Context: an optimization exercise on an open-source flow, tuned for small area. The choices shown serve that exercise and are no tape-out recipe.
Only simulation tests tie the RTL to the original design; equivalence was not proved.
Power figures rest on the tool's default switching activity, not on a simulated workload.

==> flow/design.v <==
`timescale 1ns / 1ps
module globalCounter(count,clk,rst);
input clk;
input rst;
output [4:0]count;
parameter limit = 21;
reg [4:0]countReg;
always@(posedge clk)
begin
	if(rst)
		countReg <= 0;
	else if(countReg == limit)
		countReg <= 0;
	else
		countReg <= countReg + 1;
end
assign count = countReg;
endmodule
module luFactorizer(clk,rst,a11,a12,a13,a14,a21,a22,a23,a24,a25,a31,a32,a33,a34,a35,a36,a41,a42,a43,a44,a45,a46,a47,a52,a53,a54,a55,a56,a57,a58,a63,a64,a65,a66,a67,a68,a74,a75,a76,a77,a78,a85,a86,a87,a88,lL1,lL2,lL3,uL1,uL2,uL3,uL4);
input clk;
input rst;
input [7:0] a11,a12,a13,a14,a21,a22,a23,a24,a25,a31,a32,a33,a34,a35,a36,a41,a42,a43,a44,a45,a46,a47,a52,a53,a54,a55,a56,a57,a58,a63,a64,a65,a66,a67,a68,a74,a75,a76,a77,a78,a85,a86,a87,a88;
output [7:0] lL1,lL2,lL3,uL1,uL2,uL3,uL4;
wire [4:0] count;
reg first;
globalCounter g1(count,clk,rst);
always @(posedge clk) first <= rst;
wire [5:0] st = {first,count};
wire s0 = (st == 6'd0) | (st == 6'd10) | (st == 6'd13) | (st == 6'd16) | (st == 6'd19) | (st == 6'd7);
wire s1 = (st == 6'd1) | (st == 6'd11) | (st == 6'd14) | (st == 6'd17) | (st == 6'd20) | (st == 6'd5) | (st == 6'd8);
wire s2 = (st == 6'd12) | (st == 6'd15) | (st == 6'd18) | (st == 6'd21) | (st == 6'd9);
wire s3 = (st == 6'd0) | (st == 6'd1) | (st == 6'd10) | (st == 6'd11) | (st == 6'd13) | (st == 6'd14) | (st == 6'd16) | (st == 6'd17) | (st == 6'd19) | (st == 6'd20) | (st == 6'd5) | (st == 6'd7) | (st == 6'd8);
wire s4 = (st == 6'd9);
wire s5 = (st == 6'd12);
wire s6 = (st == 6'd15);
wire s7 = (st == 6'd18);
wire s8 = (st == 6'd21);
wire s9 = (st == 6'd0) | (st == 6'd10) | (st == 6'd13) | (st == 6'd16) | (st == 6'd19) | (st == 6'd4) | (st == 6'd7);
wire s10 = (st == 6'd12) | (st == 6'd15) | (st == 6'd18) | (st == 6'd21) | (st == 6'd6) | (st == 6'd9);
wire s11 = (st == 6'd11) | (st == 6'd14) | (st == 6'd17) | (st == 6'd20) | (st == 6'd8);
wire s12 = (st == 6'd8);
wire s13 = (st == 6'd11);
wire s14 = (st == 6'd14);
wire s15 = (st == 6'd17);
wire s16 = (st == 6'd20);
wire s17 = (st == 6'd11) | (st == 6'd12) | (st == 6'd14) | (st == 6'd15) | (st == 6'd17) | (st == 6'd18) | (st == 6'd20) | (st == 6'd21) | (st == 6'd6) | (st == 6'd8) | (st == 6'd9);
wire s18 = (st == 6'd10) | (st == 6'd11) | (st == 6'd13) | (st == 6'd14) | (st == 6'd16) | (st == 6'd17) | (st == 6'd19) | (st == 6'd20) | (st == 6'd7) | (st == 6'd8);
wire s19 = (st == 6'd10) | (st == 6'd12) | (st == 6'd13) | (st == 6'd15) | (st == 6'd16) | (st == 6'd18) | (st == 6'd19) | (st == 6'd21) | (st == 6'd6) | (st == 6'd7) | (st == 6'd9);
wire s20 = (st == 6'd7);
wire s21 = (st == 6'd10);
wire s22 = (st == 6'd13);
wire s23 = (st == 6'd16);
wire s24 = (st == 6'd19);
wire s25 = (st == 6'd11) | (st == 6'd14) | (st == 6'd17) | (st == 6'd20) | (st == 6'd5) | (st == 6'd8);
wire s26 = (st == 6'd6);
wire s27 = (st == 6'd10) | (st == 6'd13) | (st == 6'd16) | (st == 6'd19) | (st == 6'd7);
wire s28 = (st == 6'd12) | (st == 6'd15) | (st == 6'd18) | (st == 6'd6) | (st == 6'd9);
wire s29 = (st == 6'd0) | (st == 6'd1) | (st == 6'd10) | (st == 6'd11) | (st == 6'd12) | (st == 6'd13) | (st == 6'd14) | (st == 6'd15) | (st == 6'd16) | (st == 6'd17) | (st == 6'd18) | (st == 6'd19) | (st == 6'd20) | (st == 6'd21) | (st == 6'd5) | (st == 6'd7) | (st == 6'd8) | (st == 6'd9);
wire s30 = (st == 6'd2);
wire s31 = (st == 6'd3);
wire s32 = (st == 6'd0) | (st == 6'b100000) | (st == 6'd1) | (st == 6'd10) | (st == 6'd11) | (st == 6'd12) | (st == 6'd13) | (st == 6'd14) | (st == 6'd15) | (st == 6'd16) | (st == 6'd17) | (st == 6'd18) | (st == 6'd19) | (st == 6'd2) | (st == 6'd20) | (st == 6'd21) | (st == 6'd3) | (st == 6'd5) | (st == 6'd6) | (st == 6'd7) | (st == 6'd8) | (st == 6'd9);
wire s33 = (st == 6'd5);
wire s34 = (st == 6'd11) | (st == 6'd12) | (st == 6'd14) | (st == 6'd15) | (st == 6'd17) | (st == 6'd18) | (st == 6'd2) | (st == 6'd20) | (st == 6'd21) | (st == 6'd5) | (st == 6'd6) | (st == 6'd8) | (st == 6'd9);
wire s35 = (st == 6'd4);
wire s36 = (st == 6'd10) | (st == 6'd11) | (st == 6'd12) | (st == 6'd13) | (st == 6'd14) | (st == 6'd15) | (st == 6'd16) | (st == 6'd17) | (st == 6'd18) | (st == 6'd19) | (st == 6'd20) | (st == 6'd21) | (st == 6'd6) | (st == 6'd7) | (st == 6'd8) | (st == 6'd9);
wire s37 = (st == 6'd10) | (st == 6'd11) | (st == 6'd12) | (st == 6'd13) | (st == 6'd14) | (st == 6'd15) | (st == 6'd16) | (st == 6'd17) | (st == 6'd18) | (st == 6'd19) | (st == 6'd2) | (st == 6'd20) | (st == 6'd21) | (st == 6'd4) | (st == 6'd5) | (st == 6'd6) | (st == 6'd7) | (st == 6'd8) | (st == 6'd9);
wire s38 = (st == 6'd10) | (st == 6'd13) | (st == 6'd16) | (st == 6'd19) | (st == 6'd4) | (st == 6'd7);
wire s39 = (st == 6'd0) | (st == 6'b100000);
wire s40 = (st == 6'd0) | (st == 6'b100000) | (st == 6'd12) | (st == 6'd15) | (st == 6'd18) | (st == 6'd6) | (st == 6'd9);
wire s41 = (st == 6'd0) | (st == 6'b100000) | (st == 6'd10) | (st == 6'd13) | (st == 6'd16) | (st == 6'd19) | (st == 6'd4) | (st == 6'd7);
wire s42 = (st == 6'd12) | (st == 6'd15) | (st == 6'd18) | (st == 6'd2) | (st == 6'd21) | (st == 6'd3) | (st == 6'd6) | (st == 6'd9);
wire s43 = (st == 6'd0) | (st == 6'd10) | (st == 6'd13) | (st == 6'd16) | (st == 6'd19) | (st == 6'd3) | (st == 6'd4) | (st == 6'd7);
reg [7:0] ACC1;
reg [7:0] ACC2;
reg [7:0] ACC3;
reg [7:0] ACC4;
reg [7:0] H7;
reg [7:0] HY3;
reg [7:0] HY6;
reg [7:0] HY9;
reg [7:0] HZ6;
reg [7:0] HZ8;
reg [7:0] HZ9;
wire [7:0] U1_x = ({8{s0}} & HZ6) | ({8{s1}} & HZ8) | ({8{s2}} & H7);
wire [7:0] U1_y = ({8{s0}} & HY6) | ({8{s1}} & HY9) | ({8{s2}} & HY3);
wire [7:0] U1_zi = ({8{s3}} & ~ACC1) | ({8{s4}} & ~a44) | ({8{s5}} & ~a55) | ({8{s6}} & ~a66) | ({8{s7}} & ~a77) | ({8{s8}} & ~a88);
wire U1_n = 1'b1;
wire [7:0] U1_r;
wire U1_w1 = (U1_x[0] & U1_y[0]) ^ U1_zi[0]; wire U1_w2 = (U1_x[0] & U1_y[0]) & U1_zi[0];
assign U1_r[0] = U1_w1;
wire U1_w3 = (U1_x[0] & U1_y[1]) ^ (U1_x[1] & U1_y[0]) ^ U1_zi[1]; wire U1_w4 = ((U1_x[0] & U1_y[1]) & (U1_x[1] & U1_y[0])) | ((U1_x[0] & U1_y[1]) & U1_zi[1]) | ((U1_x[1] & U1_y[0]) & U1_zi[1]);
wire U1_w5 = U1_w2 ^ U1_w3; wire U1_w6 = U1_w2 & U1_w3;
assign U1_r[1] = U1_w5;
wire U1_w7 = (U1_x[0] & U1_y[2]) ^ (U1_x[1] & U1_y[1]) ^ (U1_x[2] & U1_y[0]); wire U1_w8 = ((U1_x[0] & U1_y[2]) & (U1_x[1] & U1_y[1])) | ((U1_x[0] & U1_y[2]) & (U1_x[2] & U1_y[0])) | ((U1_x[1] & U1_y[1]) & (U1_x[2] & U1_y[0]));
wire U1_w9 = U1_zi[2] ^ U1_w4 ^ U1_w6; wire U1_w10 = (U1_zi[2] & U1_w4) | (U1_zi[2] & U1_w6) | (U1_w4 & U1_w6);
wire U1_w11 = U1_w7 ^ U1_w9; wire U1_w12 = U1_w7 & U1_w9;
assign U1_r[2] = U1_w11;
wire U1_w13 = (U1_x[0] & U1_y[3]) ^ (U1_x[1] & U1_y[2]) ^ (U1_x[2] & U1_y[1]); wire U1_w14 = ((U1_x[0] & U1_y[3]) & (U1_x[1] & U1_y[2])) | ((U1_x[0] & U1_y[3]) & (U1_x[2] & U1_y[1])) | ((U1_x[1] & U1_y[2]) & (U1_x[2] & U1_y[1]));
wire U1_w15 = (U1_x[3] & U1_y[0]) ^ U1_zi[3] ^ U1_w8; wire U1_w16 = ((U1_x[3] & U1_y[0]) & U1_zi[3]) | ((U1_x[3] & U1_y[0]) & U1_w8) | (U1_zi[3] & U1_w8);
wire U1_w17 = U1_w10 ^ U1_w12 ^ U1_w13; wire U1_w18 = (U1_w10 & U1_w12) | (U1_w10 & U1_w13) | (U1_w12 & U1_w13);
wire U1_w19 = U1_w15 ^ U1_w17; wire U1_w20 = U1_w15 & U1_w17;
assign U1_r[3] = U1_w19;
wire U1_w21 = (U1_x[0] & U1_y[4]) ^ (U1_x[1] & U1_y[3]) ^ (U1_x[2] & U1_y[2]); wire U1_w22 = ((U1_x[0] & U1_y[4]) & (U1_x[1] & U1_y[3])) | ((U1_x[0] & U1_y[4]) & (U1_x[2] & U1_y[2])) | ((U1_x[1] & U1_y[3]) & (U1_x[2] & U1_y[2]));
wire U1_w23 = (U1_x[3] & U1_y[1]) ^ (U1_x[4] & U1_y[0]) ^ U1_zi[4]; wire U1_w24 = ((U1_x[3] & U1_y[1]) & (U1_x[4] & U1_y[0])) | ((U1_x[3] & U1_y[1]) & U1_zi[4]) | ((U1_x[4] & U1_y[0]) & U1_zi[4]);
wire U1_w25 = U1_w14 ^ U1_w16 ^ U1_w18; wire U1_w26 = (U1_w14 & U1_w16) | (U1_w14 & U1_w18) | (U1_w16 & U1_w18);
wire U1_w27 = U1_w20 ^ U1_w21 ^ U1_w23; wire U1_w28 = (U1_w20 & U1_w21) | (U1_w20 & U1_w23) | (U1_w21 & U1_w23);
wire U1_w29 = U1_w25 ^ U1_w27; wire U1_w30 = U1_w25 & U1_w27;
assign U1_r[4] = U1_w29;
wire U1_w31 = (U1_x[0] & U1_y[5]) ^ (U1_x[1] & U1_y[4]) ^ (U1_x[2] & U1_y[3]); wire U1_w32 = ((U1_x[0] & U1_y[5]) & (U1_x[1] & U1_y[4])) | ((U1_x[0] & U1_y[5]) & (U1_x[2] & U1_y[3])) | ((U1_x[1] & U1_y[4]) & (U1_x[2] & U1_y[3]));
wire U1_w33 = (U1_x[3] & U1_y[2]) ^ (U1_x[4] & U1_y[1]) ^ (U1_x[5] & U1_y[0]); wire U1_w34 = ((U1_x[3] & U1_y[2]) & (U1_x[4] & U1_y[1])) | ((U1_x[3] & U1_y[2]) & (U1_x[5] & U1_y[0])) | ((U1_x[4] & U1_y[1]) & (U1_x[5] & U1_y[0]));
wire U1_w35 = U1_zi[5] ^ U1_w22 ^ U1_w24; wire U1_w36 = (U1_zi[5] & U1_w22) | (U1_zi[5] & U1_w24) | (U1_w22 & U1_w24);
wire U1_w37 = U1_w26 ^ U1_w28 ^ U1_w30; wire U1_w38 = (U1_w26 & U1_w28) | (U1_w26 & U1_w30) | (U1_w28 & U1_w30);
wire U1_w39 = U1_w31 ^ U1_w33 ^ U1_w35; wire U1_w40 = (U1_w31 & U1_w33) | (U1_w31 & U1_w35) | (U1_w33 & U1_w35);
wire U1_w41 = U1_w37 ^ U1_w39; wire U1_w42 = U1_w37 & U1_w39;
assign U1_r[5] = U1_w41;
wire U1_w43 = (U1_x[0] & U1_y[6]) ^ (U1_x[1] & U1_y[5]) ^ (U1_x[2] & U1_y[4]); wire U1_w44 = ((U1_x[0] & U1_y[6]) & (U1_x[1] & U1_y[5])) | ((U1_x[0] & U1_y[6]) & (U1_x[2] & U1_y[4])) | ((U1_x[1] & U1_y[5]) & (U1_x[2] & U1_y[4]));
wire U1_w45 = (U1_x[3] & U1_y[3]) ^ (U1_x[4] & U1_y[2]) ^ (U1_x[5] & U1_y[1]); wire U1_w46 = ((U1_x[3] & U1_y[3]) & (U1_x[4] & U1_y[2])) | ((U1_x[3] & U1_y[3]) & (U1_x[5] & U1_y[1])) | ((U1_x[4] & U1_y[2]) & (U1_x[5] & U1_y[1]));
wire U1_w47 = (U1_x[6] & U1_y[0]) ^ U1_zi[6] ^ U1_w32; wire U1_w48 = ((U1_x[6] & U1_y[0]) & U1_zi[6]) | ((U1_x[6] & U1_y[0]) & U1_w32) | (U1_zi[6] & U1_w32);
wire U1_w49 = U1_w34 ^ U1_w36 ^ U1_w38; wire U1_w50 = (U1_w34 & U1_w36) | (U1_w34 & U1_w38) | (U1_w36 & U1_w38);
wire U1_w51 = U1_w40 ^ U1_w42 ^ U1_w43; wire U1_w52 = (U1_w40 & U1_w42) | (U1_w40 & U1_w43) | (U1_w42 & U1_w43);
wire U1_w53 = U1_w45 ^ U1_w47 ^ U1_w49; wire U1_w54 = (U1_w45 & U1_w47) | (U1_w45 & U1_w49) | (U1_w47 & U1_w49);
wire U1_w55 = U1_w51 ^ U1_w53; wire U1_w56 = U1_w51 & U1_w53;
assign U1_r[6] = U1_w55;
assign U1_r[7] = (U1_x[0] & U1_y[7]) ^ (U1_x[1] & U1_y[6]) ^ (U1_x[2] & U1_y[5]) ^ (U1_x[3] & U1_y[4]) ^ (U1_x[4] & U1_y[3]) ^ (U1_x[5] & U1_y[2]) ^ (U1_x[6] & U1_y[1]) ^ (U1_x[7] & U1_y[0]) ^ U1_zi[7] ^ U1_w44 ^ U1_w46 ^ U1_w48 ^ U1_w50 ^ U1_w52 ^ U1_w54 ^ U1_w56;
wire [7:0] U1_o = U1_r ^ {8{U1_n}};
wire [7:0] U2_x = ({8{s9}} & HZ9) | ({8{s10}} & HZ8) | ({8{s11}} & HY3);
wire [7:0] U2_y = ({8{s9}} & ACC2) | ({8{s10}} & HY6) | ({8{s11}} & HZ6);
wire [7:0] U2_zi = ({8{s10}} & ~ACC2) | ({8{s12}} & ~a43) | ({8{s13}} & ~a54) | ({8{s14}} & ~a65) | ({8{s15}} & ~a76) | ({8{s16}} & ~a87);
wire U2_n = s17;
wire [7:0] U2_r;
wire U2_w1 = (U2_x[0] & U2_y[0]) ^ U2_zi[0]; wire U2_w2 = (U2_x[0] & U2_y[0]) & U2_zi[0];
assign U2_r[0] = U2_w1;
wire U2_w3 = (U2_x[0] & U2_y[1]) ^ (U2_x[1] & U2_y[0]) ^ U2_zi[1]; wire U2_w4 = ((U2_x[0] & U2_y[1]) & (U2_x[1] & U2_y[0])) | ((U2_x[0] & U2_y[1]) & U2_zi[1]) | ((U2_x[1] & U2_y[0]) & U2_zi[1]);
wire U2_w5 = U2_w2 ^ U2_w3; wire U2_w6 = U2_w2 & U2_w3;
assign U2_r[1] = U2_w5;
wire U2_w7 = (U2_x[0] & U2_y[2]) ^ (U2_x[1] & U2_y[1]) ^ (U2_x[2] & U2_y[0]); wire U2_w8 = ((U2_x[0] & U2_y[2]) & (U2_x[1] & U2_y[1])) | ((U2_x[0] & U2_y[2]) & (U2_x[2] & U2_y[0])) | ((U2_x[1] & U2_y[1]) & (U2_x[2] & U2_y[0]));
wire U2_w9 = U2_zi[2] ^ U2_w4 ^ U2_w6; wire U2_w10 = (U2_zi[2] & U2_w4) | (U2_zi[2] & U2_w6) | (U2_w4 & U2_w6);
wire U2_w11 = U2_w7 ^ U2_w9; wire U2_w12 = U2_w7 & U2_w9;
assign U2_r[2] = U2_w11;
wire U2_w13 = (U2_x[0] & U2_y[3]) ^ (U2_x[1] & U2_y[2]) ^ (U2_x[2] & U2_y[1]); wire U2_w14 = ((U2_x[0] & U2_y[3]) & (U2_x[1] & U2_y[2])) | ((U2_x[0] & U2_y[3]) & (U2_x[2] & U2_y[1])) | ((U2_x[1] & U2_y[2]) & (U2_x[2] & U2_y[1]));
wire U2_w15 = (U2_x[3] & U2_y[0]) ^ U2_zi[3] ^ U2_w8; wire U2_w16 = ((U2_x[3] & U2_y[0]) & U2_zi[3]) | ((U2_x[3] & U2_y[0]) & U2_w8) | (U2_zi[3] & U2_w8);
wire U2_w17 = U2_w10 ^ U2_w12 ^ U2_w13; wire U2_w18 = (U2_w10 & U2_w12) | (U2_w10 & U2_w13) | (U2_w12 & U2_w13);
wire U2_w19 = U2_w15 ^ U2_w17; wire U2_w20 = U2_w15 & U2_w17;
assign U2_r[3] = U2_w19;
wire U2_w21 = (U2_x[0] & U2_y[4]) ^ (U2_x[1] & U2_y[3]) ^ (U2_x[2] & U2_y[2]); wire U2_w22 = ((U2_x[0] & U2_y[4]) & (U2_x[1] & U2_y[3])) | ((U2_x[0] & U2_y[4]) & (U2_x[2] & U2_y[2])) | ((U2_x[1] & U2_y[3]) & (U2_x[2] & U2_y[2]));
wire U2_w23 = (U2_x[3] & U2_y[1]) ^ (U2_x[4] & U2_y[0]) ^ U2_zi[4]; wire U2_w24 = ((U2_x[3] & U2_y[1]) & (U2_x[4] & U2_y[0])) | ((U2_x[3] & U2_y[1]) & U2_zi[4]) | ((U2_x[4] & U2_y[0]) & U2_zi[4]);
wire U2_w25 = U2_w14 ^ U2_w16 ^ U2_w18; wire U2_w26 = (U2_w14 & U2_w16) | (U2_w14 & U2_w18) | (U2_w16 & U2_w18);
wire U2_w27 = U2_w20 ^ U2_w21 ^ U2_w23; wire U2_w28 = (U2_w20 & U2_w21) | (U2_w20 & U2_w23) | (U2_w21 & U2_w23);
wire U2_w29 = U2_w25 ^ U2_w27; wire U2_w30 = U2_w25 & U2_w27;
assign U2_r[4] = U2_w29;
wire U2_w31 = (U2_x[0] & U2_y[5]) ^ (U2_x[1] & U2_y[4]) ^ (U2_x[2] & U2_y[3]); wire U2_w32 = ((U2_x[0] & U2_y[5]) & (U2_x[1] & U2_y[4])) | ((U2_x[0] & U2_y[5]) & (U2_x[2] & U2_y[3])) | ((U2_x[1] & U2_y[4]) & (U2_x[2] & U2_y[3]));
wire U2_w33 = (U2_x[3] & U2_y[2]) ^ (U2_x[4] & U2_y[1]) ^ (U2_x[5] & U2_y[0]); wire U2_w34 = ((U2_x[3] & U2_y[2]) & (U2_x[4] & U2_y[1])) | ((U2_x[3] & U2_y[2]) & (U2_x[5] & U2_y[0])) | ((U2_x[4] & U2_y[1]) & (U2_x[5] & U2_y[0]));
wire U2_w35 = U2_zi[5] ^ U2_w22 ^ U2_w24; wire U2_w36 = (U2_zi[5] & U2_w22) | (U2_zi[5] & U2_w24) | (U2_w22 & U2_w24);
wire U2_w37 = U2_w26 ^ U2_w28 ^ U2_w30; wire U2_w38 = (U2_w26 & U2_w28) | (U2_w26 & U2_w30) | (U2_w28 & U2_w30);
wire U2_w39 = U2_w31 ^ U2_w33 ^ U2_w35; wire U2_w40 = (U2_w31 & U2_w33) | (U2_w31 & U2_w35) | (U2_w33 & U2_w35);
wire U2_w41 = U2_w37 ^ U2_w39; wire U2_w42 = U2_w37 & U2_w39;
assign U2_r[5] = U2_w41;
wire U2_w43 = (U2_x[0] & U2_y[6]) ^ (U2_x[1] & U2_y[5]) ^ (U2_x[2] & U2_y[4]); wire U2_w44 = ((U2_x[0] & U2_y[6]) & (U2_x[1] & U2_y[5])) | ((U2_x[0] & U2_y[6]) & (U2_x[2] & U2_y[4])) | ((U2_x[1] & U2_y[5]) & (U2_x[2] & U2_y[4]));
wire U2_w45 = (U2_x[3] & U2_y[3]) ^ (U2_x[4] & U2_y[2]) ^ (U2_x[5] & U2_y[1]); wire U2_w46 = ((U2_x[3] & U2_y[3]) & (U2_x[4] & U2_y[2])) | ((U2_x[3] & U2_y[3]) & (U2_x[5] & U2_y[1])) | ((U2_x[4] & U2_y[2]) & (U2_x[5] & U2_y[1]));
wire U2_w47 = (U2_x[6] & U2_y[0]) ^ U2_zi[6] ^ U2_w32; wire U2_w48 = ((U2_x[6] & U2_y[0]) & U2_zi[6]) | ((U2_x[6] & U2_y[0]) & U2_w32) | (U2_zi[6] & U2_w32);
wire U2_w49 = U2_w34 ^ U2_w36 ^ U2_w38; wire U2_w50 = (U2_w34 & U2_w36) | (U2_w34 & U2_w38) | (U2_w36 & U2_w38);
wire U2_w51 = U2_w40 ^ U2_w42 ^ U2_w43; wire U2_w52 = (U2_w40 & U2_w42) | (U2_w40 & U2_w43) | (U2_w42 & U2_w43);
wire U2_w53 = U2_w45 ^ U2_w47 ^ U2_w49; wire U2_w54 = (U2_w45 & U2_w47) | (U2_w45 & U2_w49) | (U2_w47 & U2_w49);
wire U2_w55 = U2_w51 ^ U2_w53; wire U2_w56 = U2_w51 & U2_w53;
assign U2_r[6] = U2_w55;
assign U2_r[7] = (U2_x[0] & U2_y[7]) ^ (U2_x[1] & U2_y[6]) ^ (U2_x[2] & U2_y[5]) ^ (U2_x[3] & U2_y[4]) ^ (U2_x[4] & U2_y[3]) ^ (U2_x[5] & U2_y[2]) ^ (U2_x[6] & U2_y[1]) ^ (U2_x[7] & U2_y[0]) ^ U2_zi[7] ^ U2_w44 ^ U2_w46 ^ U2_w48 ^ U2_w50 ^ U2_w52 ^ U2_w54 ^ U2_w56;
wire [7:0] U2_o = U2_r ^ {8{U2_n}};
wire [7:0] U3_x = ({8{s10}} & HZ6) | ({8{s18}} & H7);
wire [7:0] U3_y = ({8{s19}} & HY9) | ({8{s11}} & HY6);
wire [7:0] U3_zi = ({8{s10}} & ~ACC3) | ({8{s20}} & ~a24) | ({8{s12}} & ~a34) | ({8{s21}} & ~a35) | ({8{s13}} & ~a45) | ({8{s22}} & ~a46) | ({8{s14}} & ~a56) | ({8{s23}} & ~a57) | ({8{s15}} & ~a67) | ({8{s24}} & ~a68) | ({8{s16}} & ~a78);
wire U3_n = 1'b1;
wire [7:0] U3_r;
wire U3_w1 = (U3_x[0] & U3_y[0]) ^ U3_zi[0]; wire U3_w2 = (U3_x[0] & U3_y[0]) & U3_zi[0];
assign U3_r[0] = U3_w1;
wire U3_w3 = (U3_x[0] & U3_y[1]) ^ (U3_x[1] & U3_y[0]) ^ U3_zi[1]; wire U3_w4 = ((U3_x[0] & U3_y[1]) & (U3_x[1] & U3_y[0])) | ((U3_x[0] & U3_y[1]) & U3_zi[1]) | ((U3_x[1] & U3_y[0]) & U3_zi[1]);
wire U3_w5 = U3_w2 ^ U3_w3; wire U3_w6 = U3_w2 & U3_w3;
assign U3_r[1] = U3_w5;
wire U3_w7 = (U3_x[0] & U3_y[2]) ^ (U3_x[1] & U3_y[1]) ^ (U3_x[2] & U3_y[0]); wire U3_w8 = ((U3_x[0] & U3_y[2]) & (U3_x[1] & U3_y[1])) | ((U3_x[0] & U3_y[2]) & (U3_x[2] & U3_y[0])) | ((U3_x[1] & U3_y[1]) & (U3_x[2] & U3_y[0]));
wire U3_w9 = U3_zi[2] ^ U3_w4 ^ U3_w6; wire U3_w10 = (U3_zi[2] & U3_w4) | (U3_zi[2] & U3_w6) | (U3_w4 & U3_w6);
wire U3_w11 = U3_w7 ^ U3_w9; wire U3_w12 = U3_w7 & U3_w9;
assign U3_r[2] = U3_w11;
wire U3_w13 = (U3_x[0] & U3_y[3]) ^ (U3_x[1] & U3_y[2]) ^ (U3_x[2] & U3_y[1]); wire U3_w14 = ((U3_x[0] & U3_y[3]) & (U3_x[1] & U3_y[2])) | ((U3_x[0] & U3_y[3]) & (U3_x[2] & U3_y[1])) | ((U3_x[1] & U3_y[2]) & (U3_x[2] & U3_y[1]));
wire U3_w15 = (U3_x[3] & U3_y[0]) ^ U3_zi[3] ^ U3_w8; wire U3_w16 = ((U3_x[3] & U3_y[0]) & U3_zi[3]) | ((U3_x[3] & U3_y[0]) & U3_w8) | (U3_zi[3] & U3_w8);
wire U3_w17 = U3_w10 ^ U3_w12 ^ U3_w13; wire U3_w18 = (U3_w10 & U3_w12) | (U3_w10 & U3_w13) | (U3_w12 & U3_w13);
wire U3_w19 = U3_w15 ^ U3_w17; wire U3_w20 = U3_w15 & U3_w17;
assign U3_r[3] = U3_w19;
wire U3_w21 = (U3_x[0] & U3_y[4]) ^ (U3_x[1] & U3_y[3]) ^ (U3_x[2] & U3_y[2]); wire U3_w22 = ((U3_x[0] & U3_y[4]) & (U3_x[1] & U3_y[3])) | ((U3_x[0] & U3_y[4]) & (U3_x[2] & U3_y[2])) | ((U3_x[1] & U3_y[3]) & (U3_x[2] & U3_y[2]));
wire U3_w23 = (U3_x[3] & U3_y[1]) ^ (U3_x[4] & U3_y[0]) ^ U3_zi[4]; wire U3_w24 = ((U3_x[3] & U3_y[1]) & (U3_x[4] & U3_y[0])) | ((U3_x[3] & U3_y[1]) & U3_zi[4]) | ((U3_x[4] & U3_y[0]) & U3_zi[4]);
wire U3_w25 = U3_w14 ^ U3_w16 ^ U3_w18; wire U3_w26 = (U3_w14 & U3_w16) | (U3_w14 & U3_w18) | (U3_w16 & U3_w18);
wire U3_w27 = U3_w20 ^ U3_w21 ^ U3_w23; wire U3_w28 = (U3_w20 & U3_w21) | (U3_w20 & U3_w23) | (U3_w21 & U3_w23);
wire U3_w29 = U3_w25 ^ U3_w27; wire U3_w30 = U3_w25 & U3_w27;
assign U3_r[4] = U3_w29;
wire U3_w31 = (U3_x[0] & U3_y[5]) ^ (U3_x[1] & U3_y[4]) ^ (U3_x[2] & U3_y[3]); wire U3_w32 = ((U3_x[0] & U3_y[5]) & (U3_x[1] & U3_y[4])) | ((U3_x[0] & U3_y[5]) & (U3_x[2] & U3_y[3])) | ((U3_x[1] & U3_y[4]) & (U3_x[2] & U3_y[3]));
wire U3_w33 = (U3_x[3] & U3_y[2]) ^ (U3_x[4] & U3_y[1]) ^ (U3_x[5] & U3_y[0]); wire U3_w34 = ((U3_x[3] & U3_y[2]) & (U3_x[4] & U3_y[1])) | ((U3_x[3] & U3_y[2]) & (U3_x[5] & U3_y[0])) | ((U3_x[4] & U3_y[1]) & (U3_x[5] & U3_y[0]));
wire U3_w35 = U3_zi[5] ^ U3_w22 ^ U3_w24; wire U3_w36 = (U3_zi[5] & U3_w22) | (U3_zi[5] & U3_w24) | (U3_w22 & U3_w24);
wire U3_w37 = U3_w26 ^ U3_w28 ^ U3_w30; wire U3_w38 = (U3_w26 & U3_w28) | (U3_w26 & U3_w30) | (U3_w28 & U3_w30);
wire U3_w39 = U3_w31 ^ U3_w33 ^ U3_w35; wire U3_w40 = (U3_w31 & U3_w33) | (U3_w31 & U3_w35) | (U3_w33 & U3_w35);
wire U3_w41 = U3_w37 ^ U3_w39; wire U3_w42 = U3_w37 & U3_w39;
assign U3_r[5] = U3_w41;
wire U3_w43 = (U3_x[0] & U3_y[6]) ^ (U3_x[1] & U3_y[5]) ^ (U3_x[2] & U3_y[4]); wire U3_w44 = ((U3_x[0] & U3_y[6]) & (U3_x[1] & U3_y[5])) | ((U3_x[0] & U3_y[6]) & (U3_x[2] & U3_y[4])) | ((U3_x[1] & U3_y[5]) & (U3_x[2] & U3_y[4]));
wire U3_w45 = (U3_x[3] & U3_y[3]) ^ (U3_x[4] & U3_y[2]) ^ (U3_x[5] & U3_y[1]); wire U3_w46 = ((U3_x[3] & U3_y[3]) & (U3_x[4] & U3_y[2])) | ((U3_x[3] & U3_y[3]) & (U3_x[5] & U3_y[1])) | ((U3_x[4] & U3_y[2]) & (U3_x[5] & U3_y[1]));
wire U3_w47 = (U3_x[6] & U3_y[0]) ^ U3_zi[6] ^ U3_w32; wire U3_w48 = ((U3_x[6] & U3_y[0]) & U3_zi[6]) | ((U3_x[6] & U3_y[0]) & U3_w32) | (U3_zi[6] & U3_w32);
wire U3_w49 = U3_w34 ^ U3_w36 ^ U3_w38; wire U3_w50 = (U3_w34 & U3_w36) | (U3_w34 & U3_w38) | (U3_w36 & U3_w38);
wire U3_w51 = U3_w40 ^ U3_w42 ^ U3_w43; wire U3_w52 = (U3_w40 & U3_w42) | (U3_w40 & U3_w43) | (U3_w42 & U3_w43);
wire U3_w53 = U3_w45 ^ U3_w47 ^ U3_w49; wire U3_w54 = (U3_w45 & U3_w47) | (U3_w45 & U3_w49) | (U3_w47 & U3_w49);
wire U3_w55 = U3_w51 ^ U3_w53; wire U3_w56 = U3_w51 & U3_w53;
assign U3_r[6] = U3_w55;
assign U3_r[7] = (U3_x[0] & U3_y[7]) ^ (U3_x[1] & U3_y[6]) ^ (U3_x[2] & U3_y[5]) ^ (U3_x[3] & U3_y[4]) ^ (U3_x[4] & U3_y[3]) ^ (U3_x[5] & U3_y[2]) ^ (U3_x[6] & U3_y[1]) ^ (U3_x[7] & U3_y[0]) ^ U3_zi[7] ^ U3_w44 ^ U3_w46 ^ U3_w48 ^ U3_w50 ^ U3_w52 ^ U3_w54 ^ U3_w56;
wire [7:0] U3_o = U3_r ^ {8{U3_n}};
wire [7:0] U4_x = ({8{s25}} & HZ9) | ({8{s26}} & a41) | ({8{s27}} & HY3) | ({8{s4}} & a52) | ({8{s5}} & a63) | ({8{s6}} & a74) | ({8{s7}} & a85);
wire [7:0] U4_y = ({8{s25}} & ACC4) | ({8{s28}} & HZ9) | ({8{s27}} & HZ8);
wire [7:0] U4_zi = ({8{s20}} & ~a42) | ({8{s21}} & ~a53) | ({8{s22}} & ~a64) | ({8{s23}} & ~a75) | ({8{s24}} & ~a86);
wire U4_n = s27;
wire [7:0] U4_r;
wire U4_w1 = (U4_x[0] & U4_y[0]) ^ U4_zi[0]; wire U4_w2 = (U4_x[0] & U4_y[0]) & U4_zi[0];
assign U4_r[0] = U4_w1;
wire U4_w3 = (U4_x[0] & U4_y[1]) ^ (U4_x[1] & U4_y[0]) ^ U4_zi[1]; wire U4_w4 = ((U4_x[0] & U4_y[1]) & (U4_x[1] & U4_y[0])) | ((U4_x[0] & U4_y[1]) & U4_zi[1]) | ((U4_x[1] & U4_y[0]) & U4_zi[1]);
wire U4_w5 = U4_w2 ^ U4_w3; wire U4_w6 = U4_w2 & U4_w3;
assign U4_r[1] = U4_w5;
wire U4_w7 = (U4_x[0] & U4_y[2]) ^ (U4_x[1] & U4_y[1]) ^ (U4_x[2] & U4_y[0]); wire U4_w8 = ((U4_x[0] & U4_y[2]) & (U4_x[1] & U4_y[1])) | ((U4_x[0] & U4_y[2]) & (U4_x[2] & U4_y[0])) | ((U4_x[1] & U4_y[1]) & (U4_x[2] & U4_y[0]));
wire U4_w9 = U4_zi[2] ^ U4_w4 ^ U4_w6; wire U4_w10 = (U4_zi[2] & U4_w4) | (U4_zi[2] & U4_w6) | (U4_w4 & U4_w6);
wire U4_w11 = U4_w7 ^ U4_w9; wire U4_w12 = U4_w7 & U4_w9;
assign U4_r[2] = U4_w11;
wire U4_w13 = (U4_x[0] & U4_y[3]) ^ (U4_x[1] & U4_y[2]) ^ (U4_x[2] & U4_y[1]); wire U4_w14 = ((U4_x[0] & U4_y[3]) & (U4_x[1] & U4_y[2])) | ((U4_x[0] & U4_y[3]) & (U4_x[2] & U4_y[1])) | ((U4_x[1] & U4_y[2]) & (U4_x[2] & U4_y[1]));
wire U4_w15 = (U4_x[3] & U4_y[0]) ^ U4_zi[3] ^ U4_w8; wire U4_w16 = ((U4_x[3] & U4_y[0]) & U4_zi[3]) | ((U4_x[3] & U4_y[0]) & U4_w8) | (U4_zi[3] & U4_w8);
wire U4_w17 = U4_w10 ^ U4_w12 ^ U4_w13; wire U4_w18 = (U4_w10 & U4_w12) | (U4_w10 & U4_w13) | (U4_w12 & U4_w13);
wire U4_w19 = U4_w15 ^ U4_w17; wire U4_w20 = U4_w15 & U4_w17;
assign U4_r[3] = U4_w19;
wire U4_w21 = (U4_x[0] & U4_y[4]) ^ (U4_x[1] & U4_y[3]) ^ (U4_x[2] & U4_y[2]); wire U4_w22 = ((U4_x[0] & U4_y[4]) & (U4_x[1] & U4_y[3])) | ((U4_x[0] & U4_y[4]) & (U4_x[2] & U4_y[2])) | ((U4_x[1] & U4_y[3]) & (U4_x[2] & U4_y[2]));
wire U4_w23 = (U4_x[3] & U4_y[1]) ^ (U4_x[4] & U4_y[0]) ^ U4_zi[4]; wire U4_w24 = ((U4_x[3] & U4_y[1]) & (U4_x[4] & U4_y[0])) | ((U4_x[3] & U4_y[1]) & U4_zi[4]) | ((U4_x[4] & U4_y[0]) & U4_zi[4]);
wire U4_w25 = U4_w14 ^ U4_w16 ^ U4_w18; wire U4_w26 = (U4_w14 & U4_w16) | (U4_w14 & U4_w18) | (U4_w16 & U4_w18);
wire U4_w27 = U4_w20 ^ U4_w21 ^ U4_w23; wire U4_w28 = (U4_w20 & U4_w21) | (U4_w20 & U4_w23) | (U4_w21 & U4_w23);
wire U4_w29 = U4_w25 ^ U4_w27; wire U4_w30 = U4_w25 & U4_w27;
assign U4_r[4] = U4_w29;
wire U4_w31 = (U4_x[0] & U4_y[5]) ^ (U4_x[1] & U4_y[4]) ^ (U4_x[2] & U4_y[3]); wire U4_w32 = ((U4_x[0] & U4_y[5]) & (U4_x[1] & U4_y[4])) | ((U4_x[0] & U4_y[5]) & (U4_x[2] & U4_y[3])) | ((U4_x[1] & U4_y[4]) & (U4_x[2] & U4_y[3]));
wire U4_w33 = (U4_x[3] & U4_y[2]) ^ (U4_x[4] & U4_y[1]) ^ (U4_x[5] & U4_y[0]); wire U4_w34 = ((U4_x[3] & U4_y[2]) & (U4_x[4] & U4_y[1])) | ((U4_x[3] & U4_y[2]) & (U4_x[5] & U4_y[0])) | ((U4_x[4] & U4_y[1]) & (U4_x[5] & U4_y[0]));
wire U4_w35 = U4_zi[5] ^ U4_w22 ^ U4_w24; wire U4_w36 = (U4_zi[5] & U4_w22) | (U4_zi[5] & U4_w24) | (U4_w22 & U4_w24);
wire U4_w37 = U4_w26 ^ U4_w28 ^ U4_w30; wire U4_w38 = (U4_w26 & U4_w28) | (U4_w26 & U4_w30) | (U4_w28 & U4_w30);
wire U4_w39 = U4_w31 ^ U4_w33 ^ U4_w35; wire U4_w40 = (U4_w31 & U4_w33) | (U4_w31 & U4_w35) | (U4_w33 & U4_w35);
wire U4_w41 = U4_w37 ^ U4_w39; wire U4_w42 = U4_w37 & U4_w39;
assign U4_r[5] = U4_w41;
wire U4_w43 = (U4_x[0] & U4_y[6]) ^ (U4_x[1] & U4_y[5]) ^ (U4_x[2] & U4_y[4]); wire U4_w44 = ((U4_x[0] & U4_y[6]) & (U4_x[1] & U4_y[5])) | ((U4_x[0] & U4_y[6]) & (U4_x[2] & U4_y[4])) | ((U4_x[1] & U4_y[5]) & (U4_x[2] & U4_y[4]));
wire U4_w45 = (U4_x[3] & U4_y[3]) ^ (U4_x[4] & U4_y[2]) ^ (U4_x[5] & U4_y[1]); wire U4_w46 = ((U4_x[3] & U4_y[3]) & (U4_x[4] & U4_y[2])) | ((U4_x[3] & U4_y[3]) & (U4_x[5] & U4_y[1])) | ((U4_x[4] & U4_y[2]) & (U4_x[5] & U4_y[1]));
wire U4_w47 = (U4_x[6] & U4_y[0]) ^ U4_zi[6] ^ U4_w32; wire U4_w48 = ((U4_x[6] & U4_y[0]) & U4_zi[6]) | ((U4_x[6] & U4_y[0]) & U4_w32) | (U4_zi[6] & U4_w32);
wire U4_w49 = U4_w34 ^ U4_w36 ^ U4_w38; wire U4_w50 = (U4_w34 & U4_w36) | (U4_w34 & U4_w38) | (U4_w36 & U4_w38);
wire U4_w51 = U4_w40 ^ U4_w42 ^ U4_w43; wire U4_w52 = (U4_w40 & U4_w42) | (U4_w40 & U4_w43) | (U4_w42 & U4_w43);
wire U4_w53 = U4_w45 ^ U4_w47 ^ U4_w49; wire U4_w54 = (U4_w45 & U4_w47) | (U4_w45 & U4_w49) | (U4_w47 & U4_w49);
wire U4_w55 = U4_w51 ^ U4_w53; wire U4_w56 = U4_w51 & U4_w53;
assign U4_r[6] = U4_w55;
assign U4_r[7] = (U4_x[0] & U4_y[7]) ^ (U4_x[1] & U4_y[6]) ^ (U4_x[2] & U4_y[5]) ^ (U4_x[3] & U4_y[4]) ^ (U4_x[4] & U4_y[3]) ^ (U4_x[5] & U4_y[2]) ^ (U4_x[6] & U4_y[1]) ^ (U4_x[7] & U4_y[0]) ^ U4_zi[7] ^ U4_w44 ^ U4_w46 ^ U4_w48 ^ U4_w50 ^ U4_w52 ^ U4_w54 ^ U4_w56;
wire [7:0] U4_o = U4_r ^ {8{U4_n}};
wire [7:0] ACC1_d = ({8{s29}} & U1_o) | ({8{s30}} & HY3) | ({8{s31}} & a22) | ({8{s26}} & a33);
wire ACC1_en = s32;
always @(posedge clk) if (ACC1_en) ACC1 <= ACC1_d;
wire [7:0] ACC2_d = ({8{s30}} & a21) | ({8{s33}} & a32) | ({8{s17}} & U2_o);
wire ACC2_en = s34;
always @(posedge clk) if (ACC2_en) ACC2 <= ACC2_d;
wire [7:0] ACC3_d = ({8{s30}} & a12) | ({8{s35}} & a13) | ({8{s33}} & a23) | ({8{s36}} & U3_o);
wire ACC3_en = s37;
always @(posedge clk) if (ACC3_en) ACC3 <= ACC3_d;
wire [7:0] ACC4_d = ({8{s35}} & a31) | ({8{s27}} & U4_o);
wire ACC4_en = s38;
always @(posedge clk) if (ACC4_en) ACC4 <= ACC4_d;
wire [7:0] H7_d = ({8{s26}} & a14) | ({8{s4}} & a25) | ({8{s5}} & a36) | ({8{s6}} & a47) | ({8{s7}} & a58);
wire H7_en = s28;
always @(posedge clk) if (H7_en) H7 <= H7_d;
wire [7:0] HY3_d = ({8{s39}} & a11) | ({8{s28}} & U4_o);
wire HY3_en = s40;
always @(posedge clk) if (HY3_en) HY3 <= HY3_d;
wire [7:0] HY6_d = ({8{s25}} & U4_o);
wire HY6_en = s25;
always @(posedge clk) if (HY6_en) HY6 <= HY6_d;
wire [7:0] HY9_d = ({8{s9}} & U2_o);
wire HY9_en = s41;
always @(posedge clk) if (HY9_en) HY9 <= HY9_d;
wire [7:0] HZ6_d = ({8{s25}} & ACC3);
wire HZ6_en = s25;
always @(posedge clk) if (HZ6_en) HZ6 <= HZ6_d;
wire [7:0] HZ8_d = ({8{s9}} & ACC3);
wire HZ8_en = s41;
always @(posedge clk) if (HZ8_en) HZ8 <= HZ8_d;
wire [7:0] HZ9_d = ({8{s42}} & ACC1);
wire HZ9_en = s42;
always @(posedge clk) if (HZ9_en) HZ9 <= HZ9_d;
wire [7:0] lL1_w = ({8{s27}} & HY3);
assign lL1 = lL1_w;
wire [7:0] lL2_w = ({8{s10}} & HY6);
assign lL2 = lL2_w;
wire [7:0] lL3_w = ({8{s1}} & HY9);
assign lL3 = lL3_w;
wire [7:0] uL1_w = ({8{s43}} & HZ9);
assign uL1 = uL1_w;
wire [7:0] uL2_w = ({8{s1}} & HZ8);
assign uL2 = uL2_w;
wire [7:0] uL3_w = ({8{s10}} & HZ6);
assign uL3 = uL3_w;
wire [7:0] uL4_w = ({8{s27}} & H7);
assign uL4 = uL4_w;
endmodule
==> flow/flow/run.sh <==
#!/bin/bash
set -euo pipefail
cd "$(dirname "$0")/.."
bash standard.sh BUFFER_PORTS_ARGS="-buffer_cell sky130_fd_sc_hd__buf_1" finish > make_finish.log 2>&1
==> flow/standard.sh <==
#!/bin/bash
# synth_recipe.tcl (not shown) runs the flow's synth.tcl, then flattens the netlist and writes it again
# the make line also repeats each setting of config.mk as NAME=value (left out here)
make -C /OpenROAD-flow-scripts/flow DESIGN_CONFIG=/design/flow/config.mk WORK_HOME=/design/flow/orfs CLKGATE_MAP_FILE= SYNTH_SCRIPT=/design/flow/synth_recipe.tcl "${@:-finish}"
==> flow/config.mk <==
export PLATFORM = sky130hd
export DESIGN_NAME = luFactorizer
export DESIGN_NICKNAME = luFactorizer
export VERILOG_FILES = /design/flow/design.v
export SDC_FILE = /design/flow/constraint.sdc
export NUM_CORES = 4
export LEC_CHECK = 0
export CAP_MARGIN = 20
export CORE_MARGIN = 2
export CORE_UTILIZATION = 40
export SLEW_MARGIN = 20
==> flow/constraint.sdc <==
create_clock -name core_clock -period 8.0 [get_ports {clk}]
set_input_delay 1.6000 -clock core_clock [delete_from_list [all_inputs] [get_ports {clk}]]
set_output_delay 1.6000 -clock core_clock [all_outputs]
set_load 0.01 [all_outputs]
==> run summary <==
CTS tree built; DIE WIDTH 167 um; max-slew violations 0; Worst path top cell family by delay adder cells; worst reg2reg endpoint HY3[7]$_DFFE_PP_; most used cell, CP ha_2; MaxCap Viol Count 0; Nets 2196; status complete, but fails checks; Comb power frac 23.0%; placed cell areas 13500 sq um; TNS Setup -294 ps; clock sinks 94; WS Path Type reg2reg; num rows 59; Required @ worst endpoint 8230 ps; Skew-Pair Late Insertion Delay 370 ps; critical path fanouts, max 14; Fmax 0.123 GHz; cell area after layout 14200 sq um; Post-synth EDFFs 88; Mean Syn Cell Area 8.92 sq um; Yosys reg bits 94; slowest CP cell fa_1; Worst R2R Path Depth 36; core area 26100 sq um; Reg power frac 45.0%; CP arrival 8350 ps; LEAKAGE 5.63 nW; die area 27900 sq um; distinct cell type count of the synthesized netlist 59; critical path's largest stage delay 500 ps; clock power share 32.0%; Die Ht 167 um; final hold violation count 0; Blocking Checks negative setup slack; vias per cell 5.73; Final GP Congestion 0.982; Pwr Total 1.42 mW; vias in the first global route 11959; Int Pwr 0.955 mW; register area share after synthesis 26.0%; worst reg2reg startpoint g1.countReg[0]$_SDFF_PP0_; r2r setup slk -120 ps; Worst setup EP type register; Final Skew 14.5 ps; startpoint of the worst hold path ACC1[0]$_DFFE_PP_; PnR worst setup slack -119 ps; Ports 410; Non-Filler Instances 2050; Inserted Diodes 0; Final min period 8120 ps; Slew @ Worst Pin 862 ps; Reg clk slew, reported paths 90 ps; post-route ant nets 0; initial antenna violation count 1; maximum VDD drop 0.0000967 V; via count 11753; asr flop ratio synth 0%; Hold Slack 551 ps; post-synthesis net count 1676; switching pwr 0.469 mW; # port buffers 409; most common flop cell mapped by yosys edfxtp_1; Post-Route WL 46700 um; Worst setup SP type register; setup violators final 4; pwr dens 101 nW/um^2; clock buffer depth 2; Hold Path Cell Cnt 1; Starting Density 40.7%; HPWL after detailed placement 39000 um; total CTS buffers 9; grt total ovfl 0; first-pass GRT wire length 69000 um; routed len/inst 22.8 um; Initial DRC Count 1360; Clk Tree Root Cell clkbuf_16; Placed Cells 2017; Initial DRT Pass Iterations 9; share of cells above drive strength 1 16.8%; RSZ-0062 raised after global routing yes; Hold Crit Class reg2reg; Yosys warnings 2; Cells after Synth 1190; H-tree levels 3; period utilization 101%; Buf/Inv on CP 9; pin count of the biggest net entering global routing 26; Net Sw Frac 32.9%; area of the mapped netlist 10600 sq um; DRC errors left 0; Syn-to-layout area delta 33.4%; GRT Util Overall 32.7%; Hold Path End HZ9[0]$_DFFE_PN_; slew margin rel. 42.1%
-- routing by layer --
layer	GRT usage (%)	up-vias	part of all wire, %
met5	0	-	0
met4	12.0	0	3.9
met3	6.15	100	8.8
li1	-	5320	-
met1	41.7	5644	39
met2	55.2	689	48
-- synthesized netlist by cell type, types with 10 or more instances --
master      n  area share [%]
nand2_1    48             1.7
buf_2      11            0.52
edfxtp_1   88              25
inv_1     132             4.7
a22oi_1    25             1.8
and2_1     62             3.7
o22ai_1    80             4.7
nand3_1    16            0.75
fa_1       84              16
nor3_1     25             1.2
a221oi_1   12            0.99
o21ai_0    51             2.4
nor2_1    174             6.2
clkbuf_1   49             1.7
a31oi_1    10            0.59
ha_1       48             5.7
xnor2_1    48             4.0
a222oi_1   56             5.3
nor2b_1    14            0.82
or2_2      30             1.8
-- cell usage in the layout (no fill, tap or decap), drive strengths merged, types with 16 or more instances in the layout --
cell	instances
a22oi	25
buf	573
nand3	16
fa	84
o21ai	57
or2	30
nor2	176
nor3	25
ha	48
nand2	50
o22ai	80
a222oi	56
xnor2	48
inv	140
and2	62
edfxtp	88
-- worst max path at each step --
stage / cells past startpoint / slack, ps / endpoint / startpoint
after global placement: 29 / -240 / ACC3[7]$_DFFE_PP_ / a68[1]
after floorplan: 36 / -50 / ACC2[7]$_DFFE_PP_ / g1.countReg[0]$_SDFF_PP0_
after CTS: 34 / -80 / ACC2[7]$_DFFE_PP_ / g1.countReg[0]$_SDFF_PP0_
final: 36 / -120 / HY3[7]$_DFFE_PP_ / g1.countReg[0]$_SDFF_PP0_
after global routing: 35 / -420 / ACC2[7]$_DFFE_PP_ / g1.countReg[0]$_SDFF_PP0_
after detailed placement: 29 / -310 / ACC3[7]$_DFFE_PP_ / a68[1]
-- sequential cells by signal (all words and copies together) (netlist names) --
register     flops
HY3              8
HZ6              8
HY9              8
ACC1             8
ACC3             8
HZ9              8
g1.countReg      5
H7               8
first            1
ACC2             8
HZ8              8
HY6              8
ACC4             8
-- cell type report --
type,count,area [sq um]
Fill cell,2491,11900
Inverter,134,508
Clock inverter,7,78.8
Multi-Input combinational cell,897,7350
Tap cell,335,419
Clock buffer,9,225
Sequential cell,94,2770
Timing Repair Buffer,574,2820
-- timing repair --
item                                    CTS  global route
pin swaps                                 4            43
hold buffers                              0             0
endpoints found under the setup margin    6             7
gates resized for setup                   5            48
setup buffers                             3            14
gates cloned                              0             0
-- power by group through the flow --
stage / sequential [mW] / combinational, mW / clock, mW
6_report: 0.641 / 0.328 / 0.456
3_3_place_gp: 0.649 / 0.306 / 0
5_1_grt: 0.643 / 0.358 / 0.476
3_5_place_dp: 0.649 / 0.311 / 0
4_1_cts: 0.638 / 0.312 / 0.456
2_1_floorplan: 0.616 / 0.152 / 0
-- per-stage QoR --
step	worst slack, ps	util [%]
floorplan	-45.1	-
global placement	-237	51.8
detailed placement	-306	51.8
CTS	-77.9	53.2
global route	-418	54.4
finish	-119	54.4
-- cell families (layout without fill, tap and decap cells) --
family                     count (synthesis)  in the layout  share of synthesized area (%)
and+or+nand+nor                          413            413                           19.2
xor gates and xnor gates                  59             59                           5.40
adders and majority gates                132            132                           21.5
AOI/OAI and AO/OA                        290            290                           20.1
buffers and inverters                    199            724                           7.45
DFF                                       94             94                           26.0
muxes                                      3              3                          0.389

port drivers added, routing unchanged:
No port has a modelled driver above. Below, the same layout with a new extraction and two added sets of constraints.
Step 1 assumes that a clkbuf_16 drives the clock port and a buf_2 every other input.
Step 2 adds t to the input delays and takes it off the output delays; t is the mean of the earliest and latest rising clock arrival at the registers after step 1. Input paths then give back, and output paths get back, about the clock's delay inside the block.
Slacks: ideal ports / drivers / drivers and shift; pairs: ideal ports / drivers.
shift t [ns]: 0.407
setup WS [ns]: -0.119 / -0.119 / -0.386
pins driven straight from the clock port: 1
For this run, drivers alone change the setup slack by 0.000 ns; drivers and shift together by -0.267 ns.
